Optimization exercise on an open flow, not production practice. Function not checked: every run shown here. Power: default activity.

$ cat flow/run.sh
#!/bin/bash
# synth_recipe.tcl (not shown) runs the flow's synth.tcl, then flattens the netlist and writes it again
# the make line also repeats each setting of config.mk as NAME=value (left out here)
make -C /OpenROAD-flow-scripts/flow DESIGN_CONFIG=/design/flow/config.mk WORK_HOME=/design/flow/orfs CLKGATE_MAP_FILE= SYNTH_SCRIPT=/design/flow/synth_recipe.tcl finish
$ cat flow/config.mk
export PLATFORM = sky130hd
export DESIGN_NAME = rsm_cpu
export DESIGN_NICKNAME = rsm_cpu
export VERILOG_FILES = /design/flow/design.v
export SDC_FILE = /design/flow/constraint.sdc
export NUM_CORES = 4
export LEC_CHECK = 0
export CAP_MARGIN = 20
export CORE_MARGIN = 2
export CORE_UTILIZATION = 40
export SETUP_SLACK_MARGIN = 4
export SLEW_MARGIN = 20
$ cat flow/constraint.sdc
create_clock -name core_clock -period 8.0 [get_ports {clk}]
set_input_delay 1.6000 -clock core_clock [delete_from_list [all_inputs] [get_ports {clk}]]
set_output_delay 1.6000 -clock core_clock [all_outputs]
set_load 0.01 [all_outputs]
$ cat flow/design.v
module pfx_add #(parameter N = 16, parameter L = 4) (a, b, cin, s, c);
  input  [N-1:0] a, b;
  input          cin;
  output [N-1:0] s;
  output [N:0]   c;
  wire [N-1:0] p = a ^ b;
  wire [(L+1)*N-1:0] G, P;
  assign G[N-1:0] = {a[N-1:1] & b[N-1:1], (a[0] & b[0]) | (p[0] & cin)};
  assign P[N-1:0] = p;
  genvar k, i;
  generate
    for (k = 0; k < L; k = k + 1) begin : lvl
      for (i = 0; i < N; i = i + 1) begin : bt
        if (i >= (1 << k)) begin : op
          assign G[(k+1)*N+i] = G[k*N+i] | (P[k*N+i] & G[k*N+i-(1<<k)]);
          assign P[(k+1)*N+i] = P[k*N+i] & P[k*N+i-(1<<k)];
        end else begin : pass
          assign G[(k+1)*N+i] = G[k*N+i];
          assign P[(k+1)*N+i] = P[k*N+i];
        end
      end
    end
  endgenerate
  assign c = {G[L*N +: N], cin};
  assign s = p ^ c[N-1:0];
endmodule
module rsm_cpu(clk, reset, mem_rdata, mem_cmd, mem_addr, mem_wdata, halted);
  input clk, reset;
  input [15:0] mem_rdata;
  output [1:0] mem_cmd;
  output [8:0] mem_addr;
  output [15:0] mem_wdata;
  output halted;
  reg [15:0] R [0:7];       
  reg [8:0]  fpc;           
  reg        fv;            
  reg [8:0]  link;          
  reg        fN, fV, fZ;    
  reg        halt_q;
  reg        w_ld;          
  reg [2:0]  ld_rd;
  reg [15:0] A_q;           
  reg [15:0] B_q;           
  reg [2:0]  e_wd;          
  reg [1:0]  e_sh;
  reg [7:0]  e_imm8;
  reg        e_we;          
  reg        e_ldr, e_str, e_cmp;
  reg        s_imm, s_mov, s_add, s_and, s_mvn, s_link;   
  reg        wA, wB;        
  wire        e_go = !w_ld;                
  reg  [15:0] B;                           
  always @(*)
    case (e_sh)
      2'b00: B = B_q;
      2'b01: B = {B_q[14:0], 1'b0};
      2'b10: B = {1'b0, B_q[15:1]};
      default: B = {B_q[0], B_q[15:1]};
    endcase
  wire [15:0] sum;
  wire [16:0] ca;                           
  wire [14:0] dlo;
  wire [15:0] cs;                           
  pfx_add #(16, 4) u_add(A_q, B, 1'b0, sum, ca);
  pfx_add #(15, 4) u_sub(A_q[14:0], ~B[14:0], 1'b1, dlo, cs);
  wire [15:0] res  = ({16{s_imm}}  & {{8{e_imm8[7]}}, e_imm8}) |
                     ({16{s_mov}}  & B) |
                     ({16{s_add}}  & sum) |
                     ({16{s_and}}  & (A_q & B)) |
                     ({16{s_mvn}}  & ~B) |
                     ({16{s_link}} & {7'b0, link});
  wire nN = A_q[15] ^ ~B[15] ^ cs[15];
  wire nZ = (A_q == B);
  wire nV = (A_q[15] == B[15]) ? (ca[15] != A_q[15]) : (cs[15] != A_q[15]);
  wire [8:0] ea;
  wire [9:0] ea_c;
  pfx_add #(9, 4) u_ea(A_q[8:0], {{4{e_imm8[4]}}, e_imm8[4:0]}, 1'b0, ea, ea_c);
  wire e_mem = e_go & (e_ldr | e_str);
  assign mem_cmd   = halt_q ? 2'b00 : (e_go & e_str) ? 2'b01 : 2'b10;
  assign mem_addr  = e_mem ? ea : fpc;
  assign mem_wdata = B_q;
  assign halted    = halt_q;
  wire fetch = !halt_q & !e_mem;
  wire e_wr  = e_go & e_we;                
  wire [15:0] I = mem_rdata;
  wire [2:0]  opc = I[15:13];
  wire d_b    = (opc == 3'b001);
  wire d_bl   = (opc == 3'b010) &  I[12];    
  wire d_bx   = (opc == 3'b010) & ~I[12];
  wire d_halt = (opc == 3'b111);
  wire d_str  = (opc == 3'b100);
  wire d_ldr  = (opc == 3'b011);
  wire d_movi = (opc == 3'b110) &  I[12];
  wire d_movr = (opc == 3'b110) & ~I[12];
  wire d_alu  = (opc == 3'b101);            
  wire [2:0] rn = I[10:8];
  wire [2:0] rb = d_str ? I[7:5] : I[2:0];
  wire fA = e_wr & (e_wd == rn);
  wire fB = e_wr & (e_wd == rb);
  wire [15:0] Ain = ({16{w_ld}} & mem_rdata) | ({16{~w_ld & fA}} & res) |
                    ({16{~w_ld & ~fA}} & R[rn]);
  wire [15:0] Bin = ({16{w_ld}} & mem_rdata) | ({16{~w_ld & fB}} & res) |
                    ({16{~w_ld & ~fB}} & R[rb]);
  wire cmp_now = e_go & e_cmp;
  wire cN = cmp_now ? nN : fN;
  wire cV = cmp_now ? nV : fV;
  wire cZ = cmp_now ? nZ : fZ;
  reg cond;
  always @(*)
    case (I[10:8])
      3'b000: cond = 1'b1;
      3'b001: cond = cZ;
      3'b010: cond = ~cZ;
      3'b011: cond = cN ^ cV;
      3'b100: cond = (cN ^ cV) | cZ;
      default: cond = 1'b0;
    endcase
  wire taken = fv & ((d_b & cond) | d_bl | d_bx);
  wire [8:0] boff;
  wire [9:0] bc_unused;
  pfx_add #(9, 4) u_tgt(fpc, {I[7], I[7:0]}, 1'b0, boff, bc_unused);
  wire [8:0] target = d_bx ? link : boff;
  always @(posedge clk) begin
    if (reset) begin
      fpc <= 9'd0;
      fv <= 1'b0;
      halt_q <= 1'b0;
      w_ld <= 1'b0;
      e_we <= 1'b0; e_ldr <= 1'b0; e_str <= 1'b0; e_cmp <= 1'b0;
    end else begin
      if (taken) fpc <= target;
      else if (fetch) fpc <= fpc + 9'd1;
      fv <= fetch & ~taken;
      if (fv & d_bl) link <= fpc;
      if (fv & d_halt) halt_q <= 1'b1;
      w_ld <= e_go & e_ldr;
      if (e_go & e_ldr) ld_rd <= e_wd;
      if (fv) begin
        e_wd   <= (d_movi | d_bl) ? I[10:8] : I[7:5];
        e_sh   <= I[4:3];
        e_imm8 <= I[7:0];
        e_we   <= d_movi | d_movr | (d_alu & (I[12:11] != 2'b01)) | d_bl;
        e_ldr  <= d_ldr;
        e_str  <= d_str;
        e_cmp  <= d_alu & (I[12:11] == 2'b01);
        s_imm  <= d_movi;
        s_mov  <= d_movr;
        s_add  <= d_alu & (I[12:11] == 2'b00);
        s_and  <= d_alu & (I[12:11] == 2'b10);
        s_mvn  <= d_alu & (I[12:11] == 2'b11);
        s_link <= d_bl;
      end else if (e_go) begin
        e_we <= 1'b0; e_ldr <= 1'b0; e_str <= 1'b0; e_cmp <= 1'b0;
      end
      if (cmp_now) begin fN <= nN; fV <= nV; fZ <= nZ; end
    end
  end
  always @(posedge clk) begin
    if (fv | (w_ld & wA)) A_q <= Ain;
    if (fv | (w_ld & wB)) B_q <= Bin;
    if (fv) begin
      wA  <= e_go & e_ldr & (e_wd == rn);
      wB  <= e_go & e_ldr & (e_wd == rb);
    end
  end
  always @(posedge clk) begin
    if (w_ld) R[ld_rd] <= mem_rdata;
    else if (e_wr) R[e_wd] <= res;
  end
endmodule
==> out/metrics.cfg, run 1 <==
[status]
status=timing/DRC/antenna clean

[worst_setup_path]
rrSetupSlack_ns=4.12
cp.required_ns=6.40
crit_path_start_kind=register
r2r-end=R[2][14]$_DFFE_PP_
cp.arrival_ns=2.67
critical_path.max_fanout=2
cp-startpoint=A_q[0]$_DFFE_PP_
reg2reg_depth=15
crit_type=register to output port
crit_end=mem_addr[8]
r2r_start=e_sh[0]$_DFFE_PP_
end_kind=output port

[place]
place_ws_ns=2.177
gp_congestion=0.8638
dpl_cell_area_sq_mm=0.01361
io_buffers=45
dpl.hpwl_mm=24.99

[timing]
setup_viol=0
timing_hold_violations_final=0
report.final.slew_viol_count=0
period_share_pct=53.31
setup_ws_ns=3.735
fin_skew_ns=0.01133
maxSlewHeadroom_pct=34.51
hold_ws_ns=0.5110
worst-slew-pin-transition_ns=0.9721
fmax_ghz=0.2345
tns_ns=0
grt_setup_unrepaired=yes
timing.final.crit_period_ns=4.265

[routing]
viasPerCell=5.938
drc=0
dr.pass1.iters=5
dr_total_vias=9928
postRouteAntennaNets=0
wl_mm=37.87
wl_per_cell_microns=22.65
drt-initial-drc-count=1159

[die]
die-area_sq_mm=0.03338
die_w_microns=182.7
start_util_pct=40.59
io_pins=46
die_y_microns=182.7
coreArea_sq_mm=0.03147
fp-row-count=65

[clock_tree]
clock_sinks=210
htree_levels=1
cts_hold_buf=0
clock_path_buffers=3
insertion_delay_ns=0.51
cts_tree=built
cts_root_buf=clkbuf_16
cts_made_buffers=23
cts.clk_slew.worst_paths_ns=0.06

[synthesis]
synth_ff_type=edfxtp_1
synthCells=1190
synth.net_count=1262
syn_area_sq_mm=0.01278
ys_ff_latch=210
synth_edf_count=194
yosysWarnings=1
syn_avg_cell_area_sq_um=10.74
ys_types=81
synth-seq-area-share_pct=48.10
async_flop_share_pct=0

[global_routing]
grt_max_degree=66
grt_pass1_vias=9481
grt_pass1_wl_mm=56.88
antenna_found_initial=0
track_usage_pct=22.21
overflow=0

[cells_and_area]
final_net_count=1329
drive_above_1_share_pct=18.74
fill_cells=2831
antenna_cells=0
area_growth_pct=18.16
final_area_sq_mm=0.01510

[power_and_ir_drop]
ir_worst_vdd_mv=0.1089
cellLeakagePower_nw=5.546
p_per_area_mw_per_mm2=197.2

[hold_path]
hold_path.class=register to register

[flow_run]
max-cap-violations=0

-- critical path, stage by stage (launching register included) --
cell      delay, ns
edfxtp_1       0.38
ha_2           0.21
inv_2          0.04
fa_2           0.35
nor2b_1        0.14
o21ai_2        0.08
a21boi_2       0.15
o21ai_1        0.09
nand2b_1       0.10
a21o_1         0.15
a21oi_2        0.06
xnor2_1        0.18
o21ai_1        0.09
buf_2          0.14
-- how the worst min path moves through the flow --
stage,startpoint,to,slack (ns),cells after the start
detailed placement,e_ldr$_SDFFE_PP0P_,e_ldr$_SDFFE_PP0P_,0.51,2
global route,e_ldr$_SDFFE_PP0P_,e_ldr$_SDFFE_PP0P_,0.55,2
floorplan,e_ldr$_SDFFE_PP0P_,e_ldr$_SDFFE_PP0P_,0.48,2
CTS,e_ldr$_SDFFE_PP0P_,e_ldr$_SDFFE_PP0P_,0.52,2
global placement,e_ldr$_SDFFE_PP0P_,e_ldr$_SDFFE_PP0P_,0.50,2
finish,e_ldr$_SDFFE_PP0P_,e_ldr$_SDFFE_PP0P_,0.51,2
-- report_power, final --
group | switching (mW) | internal [mW] | total (mW)
logic | 0.390 | 0.282 | 0.672
registers | 0.0512 | 1.25 | 1.30
clock network | 0.422 | 0.584 | 1.01
total | 0.863 | 2.11 | 2.98
-- cells in the mapped netlist, drive strengths merged (3+ instances only) --
library cell / count / share of area [%]
a2111oi: 3 / 0.45
a211oi: 5 / 0.33
a21boi: 3 / 0.18
a21o: 8 / 0.47
a21oi: 60 / 2.4
a221oi: 7 / 0.77
a222oi: 8 / 0.63
a22oi: 3 / 0.18
a311oi: 17 / 1.2
a31oi: 26 / 1.3
and3: 19 / 0.93
buf: 25 / 0.95
clkbuf: 44 / 1.3
dfxtp: 16 / 2.5
edfxtp: 194 / 46
fa: 3 / 0.47
ha: 51 / 5.0
inv: 44 / 1.3
mux2: 5 / 0.44
mux2i: 52 / 4.2
mux4: 32 / 5.6
nand2: 226 / 6.7
nand2b: 10 / 0.49
nand3: 42 / 1.6
nand4: 5 / 0.24
nor2: 63 / 1.9
nor2b: 15 / 0.73
nor3: 20 / 0.91
nor3b: 12 / 0.87
nor4: 6 / 0.34
o2111ai: 3 / 0.21
o21a: 7 / 0.41
o21ai: 52 / 2.0
o21bai: 4 / 0.24
o221ai: 27 / 1.9
o22a: 4 / 0.27
o31ai: 5 / 0.44
or3: 4 / 0.24
xnor2: 26 / 1.9
xor2: 12 / 0.82
-- registers in the layout (all words and copies together), names as in the netlist, 3 cells and up --
name and cells:
A_q 16, B_q 16, R 128, e_imm8 7
e_wd 3, fpc 9, ld_rd 3, link 9
-- cells in the final DEF (no fill, tap or decap), types with 8 or more instances in the layout --
| cell | count |
|---|---|
| a222oi_1 | 8 |
| o221ai_1 | 27 |
| inv_1 | 37 |
| and3_1 | 19 |
| nor3_1 | 16 |
| a21o_1 | 8 |
| nand2_1 | 222 |
| clkbuf_16 | 24 |
| nor2b_1 | 15 |
| xnor2_1 | 25 |
| nor3b_1 | 9 |
| xor2_1 | 12 |
| a31oi_1 | 25 |
| o21ai_1 | 18 |
| a21oi_2 | 21 |
| o21ai_0 | 26 |
| clkdlybuf4s50_1 | 29 |
| edfxtp_1 | 194 |
| nor2_1 | 61 |
| a21oi_1 | 39 |
| dfxtp_1 | 15 |
| nand3_1 | 42 |
| nand2b_1 | 10 |
| ha_1 | 38 |
| mux4_2 | 32 |
| mux2i_1 | 49 |
| buf_4 | 51 |
| a311oi_1 | 16 |
-- area by class of cell --
class	instances	area, sq um	share of cell area (%)
multi-input cells	868	6588	43.64
flip-flops and latches	210	6150	40.74
repair buffers	110	996.0	6.598
clock buffers	25	583.1	3.862
well taps	402	503.0	3.332
inverters	44	165.2	1.094
clock inverters	13	111.4	0.7377
-- repair_timing --
action,CTS,global route
endpoints found under the setup margin,150,92
gates cloned,1,2
setup buffers,19,23
pin swaps,20,33
gates resized for setup,84,66
-- stage by stage --
stage | total power [mW] | util (%) | cells
finish | 2.977 | 47.96 | 1672
CTS | 2.928 | 46.53 | 1646
detailed placement | 1.893 | 43.24 | 1588
global route | 3.102 | 47.96 | 1672
global placement | 1.884 | 43.24 | 1588
floorplan | 1.709 | - | 1190
-- routing by layer --
metal	GRT usage [%]	wire length (microns)	vias up
li1	-	-	4611
met1	30.17	16120	4879
met2	36.62	17960	368
met3	3.073	2410	70
met4	7.581	1378	0
met5	0	0	-
-- cells by family (layout without fill, tap and decap cells) --
| family | after synthesis | in the layout | share of synthesized area (%) |
|---|---|---|---|
| AND/OR/NAND/NOR | 430 | 430 | 15.45 |
| AO/OA/AOI/OAI | 256 | 256 | 14.44 |
| flip-flops | 210 | 210 | 48.11 |
| buffers and inverters | 113 | 192 | 3.535 |
| multiplexers | 89 | 90 | 10.25 |
| adder cells (fa/ha/maj) | 54 | 54 | 5.465 |
| XOR/XNOR | 38 | 38 | 2.752 |
==> run 2: changes to the inputs <==
--- a/flow/config.mk
+++ b/flow/config.mk
@@ -10,2 +10,3 @@
 export CORE_UTILIZATION = 40
+export CTS_BUF_LIST = sky130_fd_sc_hd__clkbuf_8
 export SETUP_SLACK_MARGIN = 4
==> run 2 against run 1 <==
Net effect:
- clock power about the same
- via count up 0.59%
- power down 1.3%
- still clean
- first-iteration DRC count up 4.5%
==> out/metrics.cfg, run 2 <==
[status]
status=timing/DRC/antenna clean

[timing]
report.final.slew_viol_count=0
setup_viol=0
timing_hold_violations_final=0
tns_ns=0
period_share_pct=53.61
timing.final.crit_period_ns=4.289
maxSlewHeadroom_pct=32.69
grt_setup_unrepaired=yes
worst-slew-pin-transition_ns=0.9991
fin_skew_ns=0.03432
fmax_ghz=0.2332

[synthesis]
yosysWarnings=1
synth.net_count=1262
synth-seq-area-share_pct=48.10
synthCells=1190
yosys.area.top_type=edfxtp_1
ys_ff_latch=210
yosysMostFrequentCell=nand2_1
ys_top_cells_by_area=edfxtp_1 (46%), nand2_1 (6.6%), mux4_2 (5.6%), ha_1 (5.0%), mux2i_1 (4.0%)
synth_ff_type=edfxtp_1
synth_commonest_cells=nand2_1 (225), edfxtp_1 (194), nor2_1 (62)
synth_edf_count=194
syn_area_sq_mm=0.01278
ys_types=81
synth_top_area_share_pct=45.60
syn_avg_cell_area_sq_um=10.74
async_flop_share_pct=0

[place]
io_buffers=45
gp_congestion=0.8638
dpl.hpwl_mm=24.99

[worst_setup_path]
path_buf_inv=2
slowest_delay_ns=0.38
path_cells=ha_2 > inv_2 > fa_2 > nor2b_1 > o21ai_2 > a21boi_2 > o21ai_1 > nand2b_1 > a21o_1 > a21oi_2 > xnor2_1 > o21ai_1 > buf_2
end_kind=output port
cp.arrival_ns=2.69
critPathTopFamily=compound AO/OA/AOI/OAI gates
crit_type=register to output port
crit_top_cell=o21ai_1
cp.required_ns=6.40
slowest_stage=edfxtp_1
crit_path_start_kind=register
critical_path.max_fanout=2

[die]
start_util_pct=40.59
coreArea_sq_mm=0.03147
io_pins=46
die_w_microns=182.7
fp-row-count=65
die_y_microns=182.7
die-area_sq_mm=0.03338

[global_routing]
grt_pass1_wl_mm=57.75
track_usage_pct=22.60
grt_pass1_vias=9772
overflow=0
antenna_found_initial=0
grt_max_degree=66

[power_and_ir_drop]
power_frac_seq_pct=44.2
internal_power_mw=2.043
ir_worst_vdd_mv=0.1032
p_total_mw=2.939
cellLeakagePower_nw=5.591
power_switching_share_pct=30.51
p_switching_mw=0.8968
combPwrFrac_pct=22.5
clockPowerShare_pct=33.3
p_per_area_mw_per_mm2=195.3

[clock_tree]
cts_root_buf=clkbuf_8
cts_made_buffers=37
clock_sinks=210
htree_levels=2
cts.clk_slew.worst_paths_ns=0.06
cts_tree=built
cts_hold_buf=0
insertion_delay_ns=0.55
clock_path_buffers=3

[cells_and_area]
reg.largest.list=R x128, A_q x16, B_q x16
antenna_cells=0
area_growth_pct=17.79
top_register=R
final_net_count=1339
final_cell_mix=nand2_1 (222), edfxtp_1 (194), nor2_1 (61), buf_4 (51), mux2i_1 (49)
largest_register_ffs=128
layout_commonest_cell=nand2_1
drive_above_1_share_pct=19.14

[routing]
postRouteAntennaNets=0
drc=0
maxUsedRoutingLayer=met4
wl_met1_mm=16.30
dr_total_vias=9987
wl_met2_mm=17.70
wl_mm=37.93
dr.pass1.iters=5
viasPerCell=5.882
wl_per_cell_microns=22.34
drt-initial-drc-count=1211
wl_met3_mm=2.491

[hold_path]
hold_path.class=register to register

[flow_run]
max-cap-violations=0

==> run 2: cell counts after synthesis <==
Identical to the previous run, type by type.
==> run 2: kinds of logic (layout without fill, tap and decap cells) <==
logic type | Yosys count | in the layout | synth area share [%]
AO/OA/AOI/OAI | 256 | 256 | 14.44
buffers and inverters | 113 | 218 | 3.535
multiplexers | 89 | 90 | 10.25
AND/OR/NAND/NOR | 430 | 430 | 15.45
adder cells (fa/ha/maj) | 54 | 54 | 5.465
XOR/XNOR | 38 | 38 | 2.752
flip-flops | 210 | 210 | 48.11
==> run 2: metrics by stage <==
stage	cells	util, %	hold WS (ns)	setup slack, ns	instance area, sq um
6_report	1698	47.82	0.5122	3.711	15050
3_3_place_gp	1588	43.24	0.4982	2.179	13610
3_5_place_dp	1588	43.24	0.5057	2.177	13610
2_1_floorplan	1190	-	0.4770	4.004	12780
4_1_cts	1677	46.71	0.5178	3.670	14700
5_1_grt	1698	47.82	0.5487	3.543	15050
==> run 2: power groups by stage <==
stage          logic, mW  clock network, mW  registers (mW)
2_1_floorplan      0.411                  0            1.30
3_3_place_gp       0.562                  0            1.32
3_5_place_dp       0.570                  0            1.32
4_1_cts            0.616               1.00            1.30
5_1_grt            0.720               1.05            1.30
6_report           0.660              0.980            1.30
==> run 2: worst paths after layout <==
| kind | start | to | slack (ns) | cells past startpoint |
|---|---|---|---|---|
| setup / recovery | A_q[0]$_DFFE_PP_ | mem_addr[8] | 3.71 | 13 |
| hold / removal | e_ldr$_SDFFE_PP0P_ | e_ldr$_SDFFE_PP0P_ | 0.51 | 2 |
| setup reg to reg | e_sh[0]$_DFFE_PP_ | fpc[6]$_SDFFE_PP0P_ | 4.09 | 17 |
| hold reg to reg | e_ldr$_SDFFE_PP0P_ | e_ldr$_SDFFE_PP0P_ | 0.51 | 2 |
==> run 2: worst register-to-register path: stages (launching register included) <==
cell,delay [ns]
edfxtp_1,0.46
buf_6,0.19
buf_4,0.14
mux2i_1,0.13
nor2_1,0.05
a21oi_1,0.26
inv_1,0.08
ha_1,0.39
nor4_4,0.24
nand2_2,0.15
a311oi_4,0.37
nor3_2,0.10
nor3b_2,0.29
o211ai_4,0.18
buf_12,0.18
or3_1,0.36
a21oi_1,0.16
a2111oi_2,0.07
==> run 2: cell type report <==
| type | instances | area (sq um) |
|---|---|---|
| Fill cell | 2856 | 16420 |
| Multi-Input combinational cell | 868 | 6558 |
| Sequential cell | 210 | 6150 |
| Timing Repair Buffer | 106 | 955.9 |
| Clock buffer | 39 | 536.8 |
| Tap cell | 402 | 503.0 |
| Clock inverter | 29 | 181.4 |
| Inverter | 44 | 165.2 |
==> run 2: metal layers <==
| metal | up-vias | track usage (%) |
|---|---|---|
| li1 | 4636 | - |
| met5 | - | 0 |
| met1 | 4894 | 30.45 |
| met3 | 82 | 3.672 |
| met4 | 0 | 8.581 |
| met2 | 375 | 36.73 |
==> run 2: repair_timing <==
item                       in CTS  in global routing
setup endpoints to repair     146                104
resized for setup              92                 45
pin swaps                      20                 25
setup buffers                  20                 19
gates cloned                    1                  2
==> run 3: changes to the inputs <==
--- a/flow/config.mk
+++ b/flow/config.mk
@@ -10,4 +10,4 @@
 export CORE_UTILIZATION = 40
-export CTS_BUF_LIST = sky130_fd_sc_hd__clkbuf_8
 export SETUP_SLACK_MARGIN = 4
 export SLEW_MARGIN = 20
+export TNS_END_PERCENT = 5
==> run 3 against run 2 <==
Net effect:
- still clean on timing, DRC and antenna
- die area stayed put
- utilization decreased by 1.3 points
- power fell by 0.63%
- wire length down 2.9%
- non-clock buffer count down 21
- via count is 2.5% lower
- register-to-register slack worse by 0.32 ns
- largest power group unchanged
==> out/metrics.cfg, run 3 <==
[status]
status=timing/DRC/antenna clean

[synthesis]
ys_ff_latch=210
yosysMostFrequentCell=nand2_1
synth_commonest_cells=nand2_1 (225), edfxtp_1 (194), nor2_1 (62)
synth_ff_type=edfxtp_1
synth_edf_count=194
yosysWarnings=1
synthCells=1190
ys_types=81
syn_area_sq_mm=0.01278
yosys.area.top_type=edfxtp_1
ys_top_cells_by_area=edfxtp_1 (46%), nand2_1 (6.6%), mux4_2 (5.6%), ha_1 (5.0%), mux2i_1 (4.0%)
synth-seq-area-share_pct=48.10
synth_top_area_share_pct=45.60
async_flop_share_pct=0
syn_avg_cell_area_sq_um=10.74
synth.net_count=1262

[power_and_ir_drop]
p_per_area_mw_per_mm2=199.7
ir_worst_vdd_mv=0.1076
p_total_mw=2.921
cellLeakagePower_nw=5.365

[worst_setup_path]
critical_path.max_fanout=2
end_kind=output port
cp.required_ns=6.40
crit_path_start_kind=register
cp.arrival_ns=2.66
crit_type=register to output port

[clock_tree]
htree_levels=1
cts_hold_buf=0
cts_made_buffers=23
clock_path_buffers=3
cts.clk_slew.worst_paths_ns=0.06
clock_sinks=210
cts_tree=built
insertion_delay_ns=0.51
cts_root_buf=clkbuf_16

[die]
io_pins=46
die_y_microns=182.7
start_util_pct=40.59
die-area_sq_mm=0.03338
fp-row-count=65
coreArea_sq_mm=0.03147
die_w_microns=182.7

[routing]
drc=0
viasPerCell=5.911
dr.pass1.iters=5
dr_total_vias=9735
wl_per_cell_microns=22.37
postRouteAntennaNets=0
wl_mm=36.84
drt-initial-drc-count=1027

[timing]
setup_viol=0
fin_skew_ns=0.01226
timing_hold_violations_final=0
maxSlewHeadroom_pct=34.18
timing.final.crit_period_ns=4.257
fmax_ghz=0.2349
report.final.slew_viol_count=0
hold_ws_ns=0.5113
tns_ns=0
period_share_pct=53.21
worst-slew-pin-transition_ns=0.9770
grt_setup_unrepaired=yes

[cells_and_area]
reg.largest.list=R x128, A_q x16, B_q x16
layout_commonest_cell=nand2_1
top_register=R
area_growth_pct=14.49
largest_register_ffs=128
final_cell_mix=nand2_1 (224), edfxtp_1 (194), nor2_1 (62), a21oi_1 (50), ha_1 (50)
fill_cells=2853
drive_above_1_share_pct=13.65
final_cells=1647
final_net_count=1304
antenna_cells=0
seqCellArea_sq_mm=0.006146
multi_input_area_sq_mm=0.006361

[place]
dpl.hpwl_mm=24.99
dp.cells=1588
io_buffers=45
gp_congestion=0.8638

[global_routing]
antenna_found_initial=0
grt_pass1_vias=9475
overflow=0
grt_pass1_wl_mm=56.57
grt_max_degree=66
track_usage_pct=22.09

[flow_run]
max-cap-violations=0

[hold_path]
hold_path.class=register to register

-- run 3: cell count changes in the layout (fill, tap and decap cells not counted), moves of 9 or more --
cell | before | now
a21oi_1 | 40 | 50
ha_1 | 41 | 50
a21oi_2 | 20 | 10
clkbuf_16 | 1 | 23
clkbuf_8 | 39 | 0
buf_4 | 51 | 35
inv_1 | 46 | 37
-- run 3: kinds of logic after synthesis --
logic type	count (synthesis)	synth area share, %
flops	210	48.11
mux	89	10.25
fa+ha+maj	54	5.465
xor+xnor	38	2.752
compound gates	256	14.44
simple gates	430	15.45
buf+inv	113	3.535
-- run 3: worst paths after layout --
path	from	endpoint	slack, ns	cells past startpoint
hold reg to reg	e_ldr$_SDFFE_PP0P_	e_ldr$_SDFFE_PP0P_	0.51	2
setup reg to reg	e_sh[0]$_DFFE_PP_	R[2][14]$_DFFE_PP_	3.77	15
setup / recovery	A_q[0]$_DFFE_PP_	mem_addr[8]	3.74	13
hold / removal	e_ldr$_SDFFE_PP0P_	e_ldr$_SDFFE_PP0P_	0.51	2
-- run 3: per-stage QoR --
step	area (sq um)	utilization (%)	setup slack, ns
after floorplan	12780	-	4.004
after global routing	14630	46.48	3.570
after CTS	14480	46.00	3.699
after detailed placement	13610	43.24	2.177
after global placement	13610	43.24	2.179
final	14630	46.48	3.743
-- run 3: layout make-up --
cell class	count	area share [%]
clock buffers	25	3.986
clock inverters	13	0.7613
inverters	44	1.129
multi-input cells	868	43.49
flip-flops and latches	210	42.02
well taps	402	3.439
repair buffers	85	5.183
-- run 3: where the power goes --
part | internal (mW) | switching (mW) | total, mW
Sequential | 1.25 | 0.0487 | 1.30
Combinational | 0.249 | 0.369 | 0.618
Clock | 0.584 | 0.421 | 1.01
Total | 2.08 | 0.840 | 2.92
-- run 3: critical path, stage by stage, from the launching register on --
cell and delay [ns]:
edfxtp_1 0.38, ha_2 0.21, inv_2 0.04, fa_2 0.35
nor2b_1 0.14, o21ai_2 0.08, a21boi_2 0.15, o21ai_1 0.07
nand2b_1 0.10, a21o_1 0.16, a21oi_2 0.07, xnor2_1 0.13
o21ai_1 0.13, buf_2 0.14
-- run 3: per-layer routing --
metal	routed length [microns]	GRT usage, %	vias to the layer above	part of all wire (%)
met5	0	0	-	0
met4	1330	8.129	0	3.6
met3	2189	3.393	66	5.9
met2	17280	36.18	301	47
met1	16040	29.77	4813	44
li1	-	-	4555	-
-- run 3: what timing repair did --
item                                    4_1_cts  5_1_grt
cloned                                        1        0
gates resized for setup                      36       23
endpoints found under the setup margin      150      139
setup buffers                                15        4
pin swaps                                    13        9
==> run 4: changes to the inputs <==
--- a/flow/config.mk
+++ b/flow/config.mk
@@ -10,3 +10,3 @@
 export CORE_UTILIZATION = 40
-export SETUP_SLACK_MARGIN = 4
+export SETUP_SLACK_MARGIN = 4.5
 export SLEW_MARGIN = 20
==> run 4 against run 3 <==
Net effect:
- flip-flop and latch count did not move
- critical path type unchanged
- still clean
- sequential share of layout area decreased by 1.4 points
- power up 2.1%
- synthesized area did not move
- worst hold slack lost 0.0019 ns
- wire length is 3.2% higher
==> out/metrics.cfg, run 4 <==
[status]
status=timing/DRC/antenna clean

[timing]
period_share_pct=52.78
fin_skew_ns=0.01941
fmax_ghz=0.2369
setup_viol=0
timing.final.crit_period_ns=4.222
timing_hold_violations_final=0
worst-slew-pin-transition_ns=1.087
grt_setup_unrepaired=yes
maxSlewHeadroom_pct=26.77
tns_ns=0
report.final.slew_viol_count=0

[place]
io_buffers=45
dpl.hpwl_mm=24.93
dpl_cell_area_sq_mm=0.01367
gp_congestion=0.8897

[synthesis]
synth-seq-area-share_pct=48.10
async_flop_share_pct=0
synth_top_area_share_pct=45.60
yosysWarnings=1
synthCells=1190
yosysMostFrequentCell=nand2_1
synth_edf_count=194
yosys.area.top_type=edfxtp_1
synth_commonest_cells=nand2_1 (225), edfxtp_1 (194), nor2_1 (62)
synth.net_count=1262
syn_area_sq_mm=0.01278
ys_top_cells_by_area=edfxtp_1 (46%), nand2_1 (6.6%), mux4_2 (5.6%), ha_1 (5.0%), mux2i_1 (4.0%)
syn_avg_cell_area_sq_um=10.74
ys_ff_latch=210
ys_types=81
synth_ff_type=edfxtp_1

[routing]
wl_per_cell_microns=22.70
postRouteAntennaNets=0
dr.pass1.iters=8
drt-initial-drc-count=1052
viasPerCell=5.970
drc=0
wl_mm=38.02
dr_total_vias=9999

[worst_setup_path]
crit_path_start_kind=register
critical_path.max_fanout=2
end_kind=output port
cp.required_ns=6.40
crit_type=register to output port
cp.arrival_ns=2.62

[cells_and_area]
layout_commonest_cell=nand2_1
final_util_pct=48.06
final_net_count=1327
seqCellArea_sq_mm=0.006146
final_area_sq_mm=0.01513
final_cell_mix=nand2_1 (224), edfxtp_1 (194), nor2_1 (60), mux2i_1 (49), buf_4 (47)
antenna_cells=0
drive_above_1_share_pct=17.83
largest_register_ffs=128
reg.largest.list=R x128, A_q x16, B_q x16
fill_cells=2803
multi_input_area_sq_mm=0.006541
area_growth_pct=18.40
top_register=R

[global_routing]
grt_pass1_vias=9468
grt_max_degree=65
grt_pass1_wl_mm=57.88
track_usage_pct=22.63
overflow=0
antenna_found_initial=0

[clock_tree]
cts_root_buf=clkbuf_16
cts_made_buffers=24
cts.clk_slew.worst_paths_ns=0.06
clock_sinks=210
htree_levels=1
clock_path_buffers=3
cts_tree=built
insertion_delay_ns=0.53

[power_and_ir_drop]
combPwrFrac_pct=22.4
power_switching_share_pct=29.53
power_frac_seq_pct=43.5
cellLeakagePower_nw=5.569
internal_power_mw=2.102
p_total_mw=2.983
clockPowerShare_pct=34.0
ir_worst_vdd_mv=0.1468
p_per_area_mw_per_mm2=197.2
p_switching_mw=0.8806

[die]
start_util_pct=40.59
die-area_sq_mm=0.03338
coreArea_sq_mm=0.03147
die_w_microns=182.7
io_pins=46
die_y_microns=182.7
fp-row-count=65

[hold_path]
hold_path.class=register to register

[flow_run]
max-cap-violations=0

run 4: logic make-up (layout without fill, tap and decap cells):
group	count (synthesis)	in the layout	synth area share (%)
multiplexers	89	90	10.25
XOR/XNOR	38	38	2.752
AND/OR/NAND/NOR	430	430	15.45
adder cells (fa/ha/maj)	54	54	5.465
buffers and inverters	113	195	3.535
flip-flops	210	210	48.11
AO/OA/AOI/OAI	256	256	14.44
run 4: critical path, cell delays in order, from the launching register on:
cell and delay, ns:
edfxtp_1 0.38, ha_2 0.21, inv_2 0.04, fa_2 0.35
nor2b_2 0.14, o21ai_2 0.08, a21boi_2 0.16, o21ai_1 0.07
nand2b_1 0.09, a21o_1 0.14, a21oi_2 0.06, xnor2_1 0.19
o21ai_1 0.07, buf_2 0.14
run 4: layer usage:
| layer | GRT usage, % | up-vias | share of wire, % |
|---|---|---|---|
| met1 | 31.17 | 4972 | 43 |
| met2 | 37.32 | 353 | 48 |
| met4 | 7.226 | 0 | 2.7 |
| met5 | 0 | - | 0 |
| met3 | 2.794 | 63 | 6.1 |
| li1 | - | 4611 | - |
run 4: worst paths after layout:
path                                    startpoint  slack, ns                 end  cells past startpoint
worst max register to register   e_sh[0]$_DFFE_PP_       3.91  R[5][14]$_DFFE_PP_                     15
worst min-delay path            e_ldr$_SDFFE_PP0P_       0.51  e_ldr$_SDFFE_PP0P_                      2
worst max-delay path              A_q[0]$_DFFE_PP_       3.78         mem_addr[8]                     13
worst min register to register  e_ldr$_SDFFE_PP0P_       0.51  e_ldr$_SDFFE_PP0P_                      2
run 4: repair_timing:
action,CTS,global route
pin swaps,9,24
endpoints found under the setup margin,176,150
hold buffers,0,0
buffers inserted,16,22
gates cloned,4,0
gates resized for setup,48,52
run 4: per-stage QoR:
stage	std cells	hold slack, ns	setup WS (ns)
detailed placement	1588	0.4983	2.270
CTS	1652	0.5095	3.704
global placement	1588	0.4977	2.283
global route	1675	0.5602	3.603
floorplan	1190	0.4770	4.245
finish	1675	0.5094	3.778
run 4: cell type report:
cell class | instances | area share (%)
multi-input combinational | 868 | 43.24
clock inverter | 13 | 0.5211
inverter | 44 | 1.092
sequential | 210 | 40.63
tap | 402 | 3.325
clock buffer | 31 | 4.276
timing repair buffer | 107 | 6.915
run 4: power by group through the flow:
stage	registers, mW	logic, mW	clock network, mW
CTS	1.30	0.611	1.04
global placement	1.32	0.570	0
global route	1.30	0.726	1.08
detailed placement	1.32	0.578	0
floorplan	1.30	0.418	0
finish	1.30	0.669	1.02
==> run 5: changes to the inputs <==
--- a/flow/config.mk
+++ b/flow/config.mk
@@ -10,3 +10,3 @@
 export CORE_UTILIZATION = 40
-export SETUP_SLACK_MARGIN = 4.5
+export SETUP_SLACK_MARGIN = 5
 export SLEW_MARGIN = 20
==> run 5 against run 4 <==
Net effect:
- utilization up 2.4 points
- synthesized cell count unchanged
- global-route usage up 0.78 points
- worst setup slack worse by 0.016 ns
==> out/metrics.cfg, run 5 <==
[worst_setup_path]
cp.arrival_ns=2.64
cp-startpoint=w_ld$_SDFF_PP0_
crit_type=register to output port
end_kind=output port
crit_top_cell=buf_4
path_cells=buf_4 > inv_2 > o21ai_1 > buf_4 > mux2_2 > clkdlybuf4s50_1
cp.required_ns=6.40
crit_path_start_kind=register
slowest_delay_ns=0.49
r2r_start=e_sh[0]$_DFFE_PP_
critical_path.max_fanout=29
slowest_stage=clkdlybuf4s50_1

[clock_tree]
cts.clk_slew.worst_paths_ns=0.06
cts_tree=built
cts_made_buffers=24
cts_hold_buf=0
cts_root_buf=clkbuf_16
insertion_delay_ns=0.54
clock_sinks=210
htree_levels=1
clock_path_buffers=3

[timing]
maxSlewHeadroom_pct=25.46
fmax_ghz=0.2359
setup_viol=0
timing.final.crit_period_ns=4.238
report.final.slew_viol_count=0
fin_skew_ns=0.01734
period_share_pct=52.98
worst-slew-pin-transition_ns=1.106
timing_hold_violations_final=0
grt_setup_unrepaired=yes
tns_ns=0

[die]
io_pins=46
die-area_sq_mm=0.03338
fp-row-count=65
start_util_pct=40.59
die_w_microns=182.7
coreArea_sq_mm=0.03147
die_y_microns=182.7

[synthesis]
ys_types=81
ys_ff_latch=210
yosysMostFrequentCell=nand2_1
synth_ff_type=edfxtp_1
syn_avg_cell_area_sq_um=10.74
yosysWarnings=1
yosys.area.top_type=edfxtp_1
synth.net_count=1262
synth_commonest_cells=nand2_1 (225), edfxtp_1 (194), nor2_1 (62)
synth-seq-area-share_pct=48.10
synth_top_area_share_pct=45.60
synthCells=1190
synth_edf_count=194
async_flop_share_pct=0
ys_top_cells_by_area=edfxtp_1 (46%), nand2_1 (6.6%), mux4_2 (5.6%), ha_1 (5.0%), mux2i_1 (4.0%)
syn_area_sq_mm=0.01278

[global_routing]
grt_pass1_wl_mm=59.60
grt_max_degree=42
track_usage_pct=23.41
overflow=0
antenna_found_initial=0
grt_pass1_vias=9756

[place]
gp_congestion=0.8628
dpl_cell_area_sq_mm=0.01373
dpl.hpwl_mm=24.68
io_buffers=45

[routing]
wl_mm=39.57
postRouteAntennaNets=0
drc=0
drt-initial-drc-count=1018
dr.pass1.iters=6
wl_per_cell_microns=23.25
dr_total_vias=10280
viasPerCell=6.038

[cells_and_area]
final_area_sq_mm=0.01590
drive_above_1_share_pct=23.31
layout_commonest_cell=nand2_1
final_net_count=1355
final_cell_mix=nand2_1 (221), edfxtp_1 (194), buf_4 (64), nor2_1 (61), mux2i_1 (49)
area_growth_pct=24.42
antenna_cells=0
reg.largest.list=R x128, A_q x16, B_q x16
largest_register_ffs=128
top_register=R

[power_and_ir_drop]
power_frac_seq_pct=40.8
ir_worst_vdd_mv=0.1502
p_switching_mw=0.9133
combPwrFrac_pct=23.1
cellLeakagePower_nw=5.895
p_per_area_mw_per_mm2=200.4
power_switching_share_pct=28.67
internal_power_mw=2.272
clockPowerShare_pct=36.1

[hold_path]
holdCritStartpoint=e_ldr$_SDFFE_PP0P_
hold_path.class=register to register

[status]
status=timing/DRC/antenna clean

[flow_run]
max-cap-violations=0

## run 5: power groups by stage
stage	Combinational, mW	Clock (mW)	Sequential, mW
global placement	0.576	0	1.32
detailed placement	0.584	0	1.32
finish	0.735	1.15	1.30
CTS	0.674	1.16	1.30
global route	0.793	1.21	1.30
floorplan	0.427	0	1.30
## run 5: kinds of logic (layout without fill, tap and decap cells)
logic type / count (synthesis) / count (layout) / synth area share (%)
fa+ha+maj: 54 / 54 / 5.465
buf+inv: 113 / 222 / 3.535
compound gates: 256 / 256 / 14.44
flops: 210 / 210 / 48.11
xor+xnor: 38 / 38 / 2.752
simple gates: 430 / 431 / 15.45
mux: 89 / 89 / 10.25
## run 5: final timing paths
check,to,slack (ns),depth (start not counted)
worst max-delay path,mem_addr[0],3.76,6
worst min-delay path,e_ldr$_SDFFE_PP0P_,0.51,2
worst max register to register,R[1][15]$_DFFE_PP_,3.99,15
worst min register to register,e_ldr$_SDFFE_PP0P_,0.51,2
## run 5: final cells by class
type                       count  area (sq um)
tap                          402         503.0
clock buffer                  29         639.4
inverter                      44         167.7
multi-input combinational    868          6770
clock inverter                14         192.7
sequential                   210          6146
fill                        2745         15580
timing repair buffer         135          1478
## run 5: routing by layer
metal  routed length, microns  track usage, %
met4                     1542           8.419
met3                     2291           2.275
met2                    18790           38.74
met1                    16950           32.15
met5                        0               0
## run 5: what timing repair did
action                                 in CTS  in global routing
setup endpoints to repair                 211                194
buffers inserted                           36                 25
pin swaps                                  35                 40
endpoints found under the hold margin       0                  0
cloned                                      9                  1
gates resized for setup                   129                 58
## run 5: critical path: cells and delay by family (launching register included)
kind / cells / cell delay, ns
AO/OA/AOI/OAI: 1 / 0.13
flip-flops: 1 / 0.30
multiplexers: 1 / 0.40
buffers and inverters: 4 / 1.26
## run 5: through the flow
| stage | hold WS [ns] | util (%) | power [mW] | worst slack, ns | cells |
|---|---|---|---|---|---|
| floorplan | 0.4770 | - | 1.727 | 4.245 | 1190 |
| global placement | 0.4991 | 43.62 | 1.900 | 2.349 | 1588 |
| detailed placement | 0.5029 | 43.63 | 1.907 | 2.270 | 1588 |
| CTS | 0.5141 | 49.11 | 3.135 | 3.722 | 1676 |
| global route | 0.5505 | 50.51 | 3.303 | 3.562 | 1702 |
| finish | 0.5134 | 50.51 | 3.185 | 3.762 | 1702 |
==> run 6: changes to the inputs <==
==> flow/flow/run.sh (new file) <==
#!/bin/bash
# The standard layout, with the input and output port buffers made from
# plain buffers (sky130_fd_sc_hd__buf_4) instead of the delay cells
# buffer_ports picks by default. Every port is still buffered.
set -euo pipefail
cd "$(dirname "$0")/.."
export BUFFER_PORTS_ARGS="-buffer_cell sky130_fd_sc_hd__buf_4"
bash standard.sh > standard_flow.log 2>&1
==> flow/standard.sh (new file) <==
#!/bin/bash
# synth_recipe.tcl (not shown) runs the flow's synth.tcl, then flattens the netlist and writes it again
# the make line also repeats each setting of config.mk as NAME=value (left out here)
make -C /OpenROAD-flow-scripts/flow DESIGN_CONFIG=/design/flow/config.mk WORK_HOME=/design/flow/orfs CLKGATE_MAP_FILE= SYNTH_SCRIPT=/design/flow/synth_recipe.tcl "${@:-finish}"
--- a/flow/config.mk
+++ b/flow/config.mk
@@ -10,4 +10,3 @@
 export CORE_UTILIZATION = 40
-export SETUP_SLACK_MARGIN = 5
+export SETUP_SLACK_MARGIN = 4
 export SLEW_MARGIN = 20
-export TNS_END_PERCENT = 5
removed: flow/run.sh
==> run 6 against run 5 <==
Net effect:
- still clean on timing, DRC and antenna
- synthesized cell count is the same
- synthesized area is the same
- worst hold slack lost 0.0048 ns
- wire length shrank 6.4%
- global-route usage shrank 1.5 points
- register-to-register slack gained 0.06 ns
- utilization shrank 2.7 points
- count of clock-buffer cells in the layout grew 3
- critical path depth grew 7
- critical path type unchanged
- critical endpoint is now mem_addr[8]
==> out/metrics.cfg, run 6 <==
[routing]
drc=0
wl_met2_mm=17.64
wl_per_cell_microns=22.12
maxUsedRoutingLayer=met4
dr_total_vias=9902
postRouteAntennaNets=0
wl_met3_mm=2.270
drt-initial-drc-count=1086
dr.pass1.iters=6
wl_met1_mm=15.88
viasPerCell=5.915
wl_mm=37.03

[synthesis]
async_flop_share_pct=0
synth-simple-area-share_pct=15.45
synth-compound-area-share_pct=14.44
ys_ff_latch=210
synth_commonest_cells=nand2_1 (225), edfxtp_1 (194), nor2_1 (62)
synth_edf_count=194
synth.net_count=1262
synth_xor_area_share_pct=2.752
yosysMostFrequentCell=nand2_1
synth_top_family_by_area=simple AND/OR/NAND/NOR gates
syn_area_sq_mm=0.01278
synth_ff_type=edfxtp_1
ys_types=81
synthAdderAreaFrac_pct=5.465
syn_avg_cell_area_sq_um=10.74
synth_top_area_share_pct=45.60
yosysWarnings=1
yosys-mux-area-fraction_pct=10.25
ys_top_cells_by_area=edfxtp_1 (46%), nand2_1 (6.6%), mux4_2 (5.6%), ha_1 (5.0%), mux2i_1 (4.0%)
yosys.area.top_type=edfxtp_1
synthCells=1190
synth-seq-area-share_pct=48.10

[global_routing]
antenna_found_initial=0
grt_pass1_vias=9435
grt_pass1_wl_mm=56.07
overflow=0
grt_max_degree=66
track_usage_pct=21.95

[die]
fp-row-count=65
start_util_pct=40.59
die_y_microns=182.7
die_w_microns=182.7
die-area_sq_mm=0.03338
coreArea_sq_mm=0.03147
io_pins=46

[clock_tree]
clock_path_buffers=3
cts_made_buffers=25
htree_levels=1
cts_tree=built
cts_hold_buf=0
cts.clk_slew.worst_paths_ns=0.05
clock_sinks=210
insertion_delay_ns=0.53
cts_root_buf=clkbuf_16

[timing]
report.final.slew_viol_count=0
hold_ws_ns=0.5086
fin_skew_ns=0.02380
timing_hold_violations_final=0
setup_viol=0
maxSlewHeadroom_pct=30.24
period_share_pct=53.41
tns_ns=0
timing.final.crit_period_ns=4.272
fmax_ghz=0.2341
worst-slew-pin-transition_ns=1.036
grt_setup_unrepaired=yes

[place]
dpl.hpwl_mm=24.76
gp_congestion=0.8828
io_buffers=45

[cells_and_area]
antenna_cells=0
reg.largest.list=R x128, A_q x16, B_q x16
largest_register_ffs=128
fill_cells=2812
area_growth_pct=17.77
seqCellArea_sq_mm=0.006146
top_register=R
final_net_count=1325
final_util_pct=47.80
layout_commonest_cell=nand2_1
drive_above_1_share_pct=21.31
multi_input_area_sq_mm=0.006538
final_cell_mix=nand2_1 (222), edfxtp_1 (194), buf_4 (94), nor2_1 (62), mux2i_1 (49)

[worst_setup_path]
critical_path.max_fanout=2
end_kind=output port
crit_path_start_kind=register
cp.arrival_ns=2.67
cp.required_ns=6.40
crit_type=register to output port

[power_and_ir_drop]
ir_worst_vdd_mv=0.1329
cellLeakagePower_nw=5.588
p_per_area_mw_per_mm2=207.7

[flow_run]
max-cap-violations=0

[hold_path]
hold_path.class=register to register

[status]
status=timing/DRC/antenna clean

[run 6: changes by cell type in the layout (fill, tap and decap cells not counted), sizes merged, moves of 4 or more]
cell	change
dlygate4sd2	-4
clkdlybuf4s15	-4
buf	+12
bufbuf	-5
clkdlybuf4s50	-28
[run 6: routing by layer]
metal	vias to the layer above	track usage (%)
met2	337	35.92
li1	4610	-
met5	-	0
met4	0	7.484
met1	4888	29.91
met3	67	3.253
[run 6: path summary, 6_finish.rpt]
| check | startpoint | to | slack [ns] | cells past startpoint |
|---|---|---|---|---|
| max | A_q[0]$_DFFE_PP_ | mem_addr[8] | 3.73 | 13 |
| min | e_ldr$_SDFFE_PP0P_ | e_ldr$_SDFFE_PP0P_ | 0.51 | 2 |
| max reg2reg | e_sh[0]$_DFFE_PP_ | fpc[0]$_SDFFE_PP0P_ | 4.05 | 17 |
| min reg2reg | e_ldr$_SDFFE_PP0P_ | e_ldr$_SDFFE_PP0P_ | 0.51 | 2 |
[run 6: final cells by class]
class / count / area share (%)
clock buffers: 32 / 4.665
clock inverters: 14 / 1.015
inverters: 44 / 1.098
multi-input cells: 868 / 43.45
flip-flops and latches: 210 / 40.85
well taps: 402 / 3.343
repair buffers: 104 / 5.580
[run 6: critical path: stages (launching register included)]
cell and delay [ns]:
edfxtp_1 0.40, ha_4 0.17, inv_2 0.05, fa_2 0.34
nor2b_1 0.11, o21ai_1 0.08, a21boi_1 0.21, o21ai_1 0.09
nand2b_1 0.10, a21o_1 0.13, a21oi_2 0.05, xnor2_1 0.19
o21ai_1 0.09, buf_4 0.14
[run 6: power by group]
| part | switching [mW] | total [mW] | internal (mW) | leakage [nW] |
|---|---|---|---|---|
| registers | 0.0508 | 1.30 | 1.25 | 1.91 |
| logic | 0.384 | 0.656 | 0.272 | 3.26 |
| clock network | 0.454 | 1.17 | 0.715 | 0.416 |
| total | 0.888 | 3.12 | 2.24 | 5.59 |
[run 6: per-stage QoR]
stage	power [mW]	area, sq um	instances	setup WS (ns)
final	3.125	15050	1674	3.728
after CTS	3.077	14620	1648	3.737
after detailed placement	1.883	13480	1585	2.809
after global routing	3.248	15050	1674	3.607
after global placement	1.877	13480	1585	2.843
after floorplan	1.709	12780	1190	4.004
[run 6: timing repair]
item,4_1_cts,5_1_grt
gates cloned,1,0
gates resized for setup,40,49
pin swaps,17,34
hold endpoints to repair,0,0
endpoints found under the setup margin,128,115
setup buffers,16,26
[run 6: cell families after synthesis]
| family | count (synthesis) |
|---|---|
| muxes | 89 |
| and+or+nand+nor | 430 |
| AOI/OAI and AO/OA | 256 |
| xor gates and xnor gates | 38 |
| adders and majority gates | 54 |
| DFF | 210 |
| buffers and inverters | 113 |
==> run 7: changes to the inputs <==
==> flow/flow/run.sh (replaced) <==
#!/bin/bash
# The standard layout, with the input and output port buffers made from
# plain buffers (sky130_fd_sc_hd__buf_1) instead of the delay cells
# buffer_ports picks by default. Every port is still buffered.
set -euo pipefail
cd "$(dirname "$0")/.."
export BUFFER_PORTS_ARGS="-buffer_cell sky130_fd_sc_hd__buf_1"
bash standard.sh > standard_flow.log 2>&1
--- a/flow/config.mk
+++ b/flow/config.mk
@@ -10,3 +10,6 @@
 export CORE_UTILIZATION = 40
+export CTS_CLUSTER_DIAMETER = 100
+export CTS_CLUSTER_SIZE = 30
 export SETUP_SLACK_MARGIN = 4
 export SLEW_MARGIN = 20
+export TNS_END_PERCENT = 1
==> run 7 against run 6 <==
Net effect:
- still clean
- worst setup slack got worse by 0.032 ns
- sequential power about the same
- via count decreased by 2.3%
- largest cell class unchanged
==> out/metrics.cfg, run 7 <==
[timing]
period_share_pct=53.80
timing_hold_violations_final=0
worst-slew-pin-transition_ns=1.154
setup_ws_ns=3.696
fmax_ghz=0.2323
maxSlewHeadroom_pct=21.56
report.final.slew_viol_count=0
grt_setup_unrepaired=yes
fin_skew_ns=0.02909
setup_viol=0
timing.final.crit_period_ns=4.304
tns_ns=0

[die]
die_y_microns=182.7
die_w_microns=182.7
die-area_sq_mm=0.03338
coreArea_sq_mm=0.03147
start_util_pct=40.59
fp-row-count=65
io_pins=46

[cells_and_area]
reg.largest.list=R x128, A_q x16, B_q x16
layout_commonest_cell=nand2_1
drive_above_1_share_pct=12.39
antenna_cells=0
final_cell_mix=nand2_1 (225), edfxtp_1 (194), nor2_1 (62), a21oi_1 (56), ha_1 (50)
area_growth_pct=9.049
largest_register_ffs=128
top_register=R
final_net_count=1297

[clock_tree]
cts_made_buffers=11
cts.clk_slew.worst_paths_ns=0.12
clock_path_buffers=3
cts_hold_buf=0
cts_root_buf=clkbuf_16
htree_levels=1
insertion_delay_ns=0.48
clock_sinks=210
cts_tree=built

[global_routing]
grt_pass1_vias=9157
overflow=0
grt_max_degree=66
antenna_found_initial=0
grt_pass1_wl_mm=54.90
track_usage_pct=21.49

[routing]
viasPerCell=5.939
wl_mm=36.19
wl_per_cell_microns=22.21
dr_total_vias=9675
drt-initial-drc-count=1186
dr.pass1.iters=5
postRouteAntennaNets=0
drc=0

[worst_setup_path]
critical_path.max_fanout=4
crit_type=register to output port
cp.arrival_ns=2.70
cp.required_ns=6.40
end_kind=output port
crit_path_start_kind=register

[synthesis]
syn_area_sq_mm=0.01278
synth-seq-area-share_pct=48.10
ys_types=81
ys_top_cells_by_area=edfxtp_1 (46%), nand2_1 (6.6%), mux4_2 (5.6%), ha_1 (5.0%), mux2i_1 (4.0%)
ys_ff_latch=210
yosys.area.top_type=edfxtp_1
yosysWarnings=1
synth.net_count=1262
yosysMostFrequentCell=nand2_1
synthCells=1190
syn_avg_cell_area_sq_um=10.74
synth_edf_count=194
synth_ff_type=edfxtp_1
async_flop_share_pct=0
synth_commonest_cells=nand2_1 (225), edfxtp_1 (194), nor2_1 (62)
synth_top_area_share_pct=45.60

[place]
gp_congestion=0.8779
io_buffers=45
dpl.hpwl_mm=24.69
place_ws_ns=2.501

[power_and_ir_drop]
cellLeakagePower_nw=5.077
p_per_area_mw_per_mm2=179.3
ir_worst_vdd_mv=0.1033

[flow_run]
max-cap-violations=0

[status]
status=timing/DRC/antenna clean

[hold_path]
hold_path.class=register to register

## run 7: per-stage QoR
| step | cells | hold WS, ns | utilization [%] | instance area, sq um | total power, mW |
|---|---|---|---|---|---|
| detailed placement | 1591 | 0.4967 | 42.45 | 13360 | 1.870 |
| floorplan | 1190 | 0.4770 | - | 12780 | 1.709 |
| CTS | 1624 | 0.5185 | 43.98 | 13840 | 2.492 |
| finish | 1629 | 0.5184 | 44.27 | 13930 | 2.498 |
| global route | 1629 | 0.5569 | 44.27 | 13930 | 2.614 |
| global placement | 1591 | 0.4927 | 42.45 | 13360 | 1.863 |
## run 7: timing repair
item                       in CTS  in global routing
pin swaps                      10                 13
setup endpoints to repair     149                119
setup buffers                  17                  5
cloned                          1                  0
resized for setup              13                 15
## run 7: where the power goes
| part | switching, mW | internal [mW] | total [mW] |
|---|---|---|---|
| clock network | 0.354 | 0.261 | 0.615 |
| registers | 0.0491 | 1.25 | 1.30 |
| logic | 0.362 | 0.225 | 0.587 |
## run 7: cell type report
class / count / area, sq um
Clock buffer: 11 / 275.3
Clock inverter: 4 / 37.54
Fill cell: 2947 / 17540
Inverter: 44 / 165.2
Multi-Input combinational cell: 868 / 6287
Sequential cell: 210 / 6146
Tap cell: 402 / 503.0
Timing Repair Buffer: 90 / 518.0
## run 7: worst paths after layout
check | from | to | slack [ns] | cells after the start
hold reg to reg | e_ldr$_SDFFE_PP0P_ | e_ldr$_SDFFE_PP0P_ | 0.52 | 2
setup reg to reg | e_sh[0]$_DFFE_PP_ | R[1][14]$_DFFE_PP_ | 3.85 | 14
setup / recovery | A_q[1]$_DFFE_PP_ | mem_addr[7] | 3.70 | 11
hold / removal | e_ldr$_SDFFE_PP0P_ | e_ldr$_SDFFE_PP0P_ | 0.52 | 2
## run 7: metal layers
layer	track usage [%]	up-vias	share of wire (%)
li1	-	4530	-
met1	30.17	4795	44
met2	36.43	304	48
met3	1.676	46	5.4
met4	4.935	0	2.3
met5	0	-	0
## run 7: critical path: stages, from the launching register on
cell and delay (ns):
edfxtp_1 0.43, buf_4 0.18, ha_1 0.28, a21o_1 0.20, a21oi_2 0.14, o21ai_1 0.09
a21oi_2 0.19, o21bai_1 0.12, a21oi_1 0.16, xor2_1 0.18, o21ai_0 0.11, clkbuf_2 0.13
## run 7: cells by family after synthesis
logic type,after synthesis,share of synthesized area (%)
DFF,210,48.11
AOI/OAI and AO/OA,256,14.44
buffers and inverters,113,3.535
muxes,89,10.25
and+or+nand+nor,430,15.45
xor gates and xnor gates,38,2.752
adders and majority gates,54,5.465
==> run 8: changes to the inputs <==
--- a/flow/design.v
+++ b/flow/design.v
@@ -1,26 +1,20 @@
-module pfx_add #(parameter N = 16, parameter L = 4) (a, b, cin, s, c);
-  input  [N-1:0] a, b;
-  input          cin;
-  output [N-1:0] s;
-  output [N:0]   c;
-  wire [N-1:0] p = a ^ b;
-  wire [(L+1)*N-1:0] G, P;
-  assign G[N-1:0] = {a[N-1:1] & b[N-1:1], (a[0] & b[0]) | (p[0] & cin)};
-  assign P[N-1:0] = p;
-  genvar k, i;
-  generate
-    for (k = 0; k < L; k = k + 1) begin : lvl
-      for (i = 0; i < N; i = i + 1) begin : bt
-        if (i >= (1 << k)) begin : op
-          assign G[(k+1)*N+i] = G[k*N+i] | (P[k*N+i] & G[k*N+i-(1<<k)]);
-          assign P[(k+1)*N+i] = P[k*N+i] & P[k*N+i-(1<<k)];
-        end else begin : pass
-          assign G[(k+1)*N+i] = G[k*N+i];
-          assign P[(k+1)*N+i] = P[k*N+i];
-        end
-      end
-    end
-  endgenerate
-  assign c = {G[L*N +: N], cin};
-  assign s = p ^ c[N-1:0];
+module ea_add(base, imm5, ea);
+  input  [8:0] base;
+  input  [4:0] imm5;
+  output [8:0] ea;
+  wire [4:0] g = base[4:0] & imm5;
+  wire [4:0] p = base[4:0] ^ imm5;
+  wire c1 = g[0];
+  wire c2 = g[1] | (p[1] & g[0]);
+  wire g32 = g[3] | (p[3] & g[2]);
+  wire p32 = p[3] & p[2];
+  wire c3 = g[2] | (p[2] & c2);
+  wire c4 = g32 | (p32 & c2);
+  wire c5 = g[4] | (p[4] & g32) | (p[4] & p32 & c2);
+  wire [4:0] lo = p ^ {c4, c3, c2, c1, 1'b0};
+  wire [3:0] hi = base[8:5];
+  wire s = imm5[4];
+  wire [3:0] hi_c1 = s ? hi : hi + 4'd1;        
+  wire [3:0] hi_c0 = s ? hi - 4'd1 : hi;        
+  assign ea = {c5 ? hi_c1 : hi_c0, lo};
 endmodule
@@ -48,3 +42,3 @@
   reg        e_ldr, e_str, e_cmp;
-  reg        s_imm, s_mov, s_add, s_and, s_mvn, s_link;   
+  reg  [2:0] e_op;          
   reg        wA, wB;        
@@ -59,8 +53,14 @@
     endcase
-  wire [15:0] sum;
-  wire [16:0] ca;                           
-  wire [14:0] dlo;
-  wire [15:0] cs;                           
-  pfx_add #(16, 4) u_add(A_q, B, 1'b0, sum, ca);
-  pfx_add #(15, 4) u_sub(A_q[14:0], ~B[14:0], 1'b1, dlo, cs);
+  wire [15:0] sum = A_q + B;
+  wire [15:0] dlo = {1'b0, A_q[14:0]} + {1'b0, ~B[14:0]} + 16'd1;
+  wire ca15 = sum[15] ^ A_q[15] ^ B[15];
+  wire cs15 = dlo[15];
+  localparam OP_IMM = 3'd1, OP_MOV = 3'd2, OP_ADD = 3'd3, OP_AND = 3'd4,
+             OP_MVN = 3'd5, OP_LINK = 3'd6;
+  wire s_imm  = (e_op == OP_IMM);
+  wire s_mov  = (e_op == OP_MOV);
+  wire s_add  = (e_op == OP_ADD);
+  wire s_and  = (e_op == OP_AND);
+  wire s_mvn  = (e_op == OP_MVN);
+  wire s_link = (e_op == OP_LINK);
   wire [15:0] res  = ({16{s_imm}}  & {{8{e_imm8[7]}}, e_imm8}) |
@@ -71,8 +71,7 @@
                      ({16{s_link}} & {7'b0, link});
-  wire nN = A_q[15] ^ ~B[15] ^ cs[15];
+  wire nN = A_q[15] ^ ~B[15] ^ cs15;
   wire nZ = (A_q == B);
-  wire nV = (A_q[15] == B[15]) ? (ca[15] != A_q[15]) : (cs[15] != A_q[15]);
+  wire nV = (A_q[15] == B[15]) ? (ca15 != A_q[15]) : (cs15 != A_q[15]);
   wire [8:0] ea;
-  wire [9:0] ea_c;
-  pfx_add #(9, 4) u_ea(A_q[8:0], {{4{e_imm8[4]}}, e_imm8[4:0]}, 1'b0, ea, ea_c);
+  ea_add u_ea(A_q[8:0], e_imm8[4:0], ea);
   wire e_mem = e_go & (e_ldr | e_str);
@@ -98,3 +97,3 @@
   wire fA = e_wr & (e_wd == rn);
-  wire fB = e_wr & (e_wd == rb);
+  wire fB = e_wr & (d_str ? (e_wd == I[7:5]) : (e_wd == I[2:0]));
   wire [15:0] Ain = ({16{w_ld}} & mem_rdata) | ({16{~w_ld & fA}} & res) |
@@ -104,19 +103,17 @@
   wire cmp_now = e_go & e_cmp;
-  wire cN = cmp_now ? nN : fN;
-  wire cV = cmp_now ? nV : fV;
-  wire cZ = cmp_now ? nZ : fZ;
-  reg cond;
-  always @(*)
-    case (I[10:8])
-      3'b000: cond = 1'b1;
-      3'b001: cond = cZ;
-      3'b010: cond = ~cZ;
-      3'b011: cond = cN ^ cV;
-      3'b100: cond = (cN ^ cV) | cZ;
-      default: cond = 1'b0;
+  function cnd(input [2:0] c, input n, input v, input z);
+    case (c)
+      3'b000: cnd = 1'b1;
+      3'b001: cnd = z;
+      3'b010: cnd = ~z;
+      3'b011: cnd = n ^ v;
+      3'b100: cnd = (n ^ v) | z;
+      default: cnd = 1'b0;
     endcase
-  wire taken = fv & ((d_b & cond) | d_bl | d_bx);
-  wire [8:0] boff;
-  wire [9:0] bc_unused;
-  pfx_add #(9, 4) u_tgt(fpc, {I[7], I[7:0]}, 1'b0, boff, bc_unused);
+  endfunction
+  wire cond_old = cnd(I[10:8], fN, fV, fZ);
+  wire cond_new = cnd(I[10:8], nN, nV, nZ);
+  wire taken = (fv & (d_bl | d_bx)) |
+               (fv & d_b & (cmp_now ? cond_new : cond_old));
+  wire [8:0] boff = fpc + {I[7], I[7:0]};
   wire [8:0] target = d_bx ? link : boff;
@@ -145,8 +142,6 @@
         e_cmp  <= d_alu & (I[12:11] == 2'b01);
-        s_imm  <= d_movi;
-        s_mov  <= d_movr;
-        s_add  <= d_alu & (I[12:11] == 2'b00);
-        s_and  <= d_alu & (I[12:11] == 2'b10);
-        s_mvn  <= d_alu & (I[12:11] == 2'b11);
-        s_link <= d_bl;
+        e_op   <= d_movi ? OP_IMM : d_movr ? OP_MOV : d_bl ? OP_LINK :
+                  (d_alu & (I[12:11] == 2'b00)) ? OP_ADD :
+                  (d_alu & (I[12:11] == 2'b10)) ? OP_AND :
+                  (d_alu & (I[12:11] == 2'b11)) ? OP_MVN : 3'd0;
       end else if (e_go) begin
==> run 8 against run 7 <==
Net effect:
- synthesized area decreased by 1.4%
- combinational power decreased by 6.5%
- count of clock-buffer cells in the layout unchanged
- final cell count decreased by 1.7%
- global-route usage about the same
- sequential share of layout area increased by 0.22 points
- via count decreased by 0.51%
- sequential power about the same
- clock power about the same
- cell area decreased by 2.0%
- worst hold slack improved by 0.0091 ns
==> out/metrics.cfg, run 8 <==
[status]
status=timing/DRC/antenna clean

[synthesis]
syn_avg_cell_area_sq_um=10.63
synth_edf_count=191
ys_top_cells_by_area=edfxtp_1 (46%), nand2_1 (6.8%), mux4_2 (5.7%), ha_1 (4.7%), mux2i_1 (2.9%)
yosys.area.top_type=edfxtp_1
synth.net_count=1255
ys_ff_latch=207
yosysMostFrequentCell=nand2_1
synth-seq-area-share_pct=48.05
async_flop_share_pct=0
synth_top_area_share_pct=45.51
synthCells=1186
synth_commonest_cells=nand2_1 (229), edfxtp_1 (191), a21oi_1 (59)
synth_ff_type=edfxtp_1
ys_types=79
syn_area_sq_mm=0.01260
yosysWarnings=1

[global_routing]
grt_pass1_wl_mm=55.21
grt_max_degree=50
track_usage_pct=21.47
overflow=0
grt_pass1_vias=9067
antenna_found_initial=0

[worst_setup_path]
crit_path_start_kind=register
end_kind=output port
cp.arrival_ns=2.66
critical_path.max_fanout=4
crit_type=register to output port
cp.required_ns=6.40

[die]
io_pins=46
die_y_microns=181.5
die-area_sq_mm=0.03294
coreArea_sq_mm=0.03083
start_util_pct=40.88
fp-row-count=64
die_w_microns=181.5

[flow_run]
max-cap-violations=0

[power_and_ir_drop]
ir_worst_vdd_mv=0.1420
p_per_area_mw_per_mm2=177.8
cellLeakagePower_nw=4.921

[routing]
dr.pass1.iters=5
drt-initial-drc-count=1136
wl_mm=35.56
drc=0
postRouteAntennaNets=0
viasPerCell=6.012
wl_per_cell_microns=22.21
dr_total_vias=9626

[timing]
report.final.slew_viol_count=0
worst-slew-pin-transition_ns=1.077
grt_setup_unrepaired=yes
fmax_ghz=0.2346
setup_viol=0
timing.final.crit_period_ns=4.263
maxSlewHeadroom_pct=26.76
fin_skew_ns=0.02540
timing_hold_violations_final=0
tns_ns=0
period_share_pct=53.28

[cells_and_area]
area_growth_pct=8.390
multi_input_area_sq_mm=0.006170
final_net_count=1272
fill_cells=2903
largest_register_ffs=128
top_register=R
reg.largest.list=R x128, A_q x16, B_q x16
final_cell_mix=nand2_1 (229), edfxtp_1 (191), a21oi_1 (58), nor2_1 (52), ha_1 (46)
layout_commonest_cell=nand2_1
seqCellArea_sq_mm=0.006056
antenna_cells=0
final_area_sq_mm=0.01366
drive_above_1_share_pct=11.45

[place]
io_buffers=45
dpl.hpwl_mm=24.67
dpl_cell_area_sq_mm=0.01317
gp_congestion=0.8889

[clock_tree]
clock_path_buffers=3
cts_root_buf=clkbuf_16
htree_levels=1
insertion_delay_ns=0.48
clock_sinks=207
cts_made_buffers=11
cts_tree=built
cts_hold_buf=0
cts.clk_slew.worst_paths_ns=0.11

[hold_path]
hold_path.class=register to register

## run 8: critical path, cell delays in order (launching register included)
cell	delay, ns
edfxtp_1	0.42
ha_2	0.21
inv_2	0.05
fa_2	0.21
inv_2	0.04
a21o_1	0.15
a21o_1	0.19
a21oi_4	0.20
nor3b_2	0.07
a31oi_1	0.18
xor2_1	0.23
o21ai_1	0.07
buf_2	0.16
## run 8: path summary, 6_finish.rpt
check                            from            endpoint  slack, ns  depth (start not counted)
setup / recovery  e_imm8[0]$_DFFE_PP_         mem_addr[7]       3.74                         12
hold / removal     e_ldr$_SDFFE_PP0P_  e_ldr$_SDFFE_PP0P_       0.53                          2
setup reg to reg     B_q[0]$_DFFE_PP_  R[2][10]$_DFFE_PP_       3.86                         14
hold reg to reg    e_ldr$_SDFFE_PP0P_  e_ldr$_SDFFE_PP0P_       0.53                          2
## run 8: layout make-up
| type | count | area share (%) |
|---|---|---|
| clock buffers | 11 | 2.015 |
| clock inverters | 4 | 0.2931 |
| inverters | 46 | 1.264 |
| multi-input cells | 858 | 45.17 |
| flip-flops and latches | 207 | 44.33 |
| well taps | 396 | 3.627 |
| repair buffers | 79 | 3.298 |
## run 8: where the power goes
part | switching [mW] | internal [mW]
sequential | 0.0420 | 1.22
combinational | 0.339 | 0.210
clock | 0.351 | 0.262
## run 8: timing repair
action | CTS | global route
endpoints found under the setup margin | 137 | 120
gates cloned | 1 | 0
pin swaps | 7 | 0
gates resized for setup | 16 | 11
setup buffers | 10 | 1
## run 8: cell families after synthesis
family / share of synthesized area, %
simple gates: 14.34
compound gates: 15.53
flops: 48.05
buf+inv: 3.952
mux: 9.571
fa+ha+maj: 5.302
xor+xnor: 3.257
## run 8: through the flow
stage                     power (mW)  setup slack, ns  util (%)  std cells  hold WS (ns)
after floorplan                1.661            4.192         -       1186        0.4731
after global placement         1.808            2.530     42.71       1574        0.4932
after detailed placement       1.816            2.478     42.71       1574        0.4947
after CTS                      2.431            3.740     44.18       1600        0.5272
after global routing           2.537            3.606     44.31       1601        0.5723
final                          2.428            3.737     44.31       1601        0.5275
## run 8: per-layer routing
metal  global-route usage, %  wire length [microns]  up-vias
li1                        -                      -     4459
met1                   30.71                  15980     4818
met2                   35.72                  16930      309
met3                   1.785                   1878       40
met4                   4.748                    772        0
met5                       0                      0        -
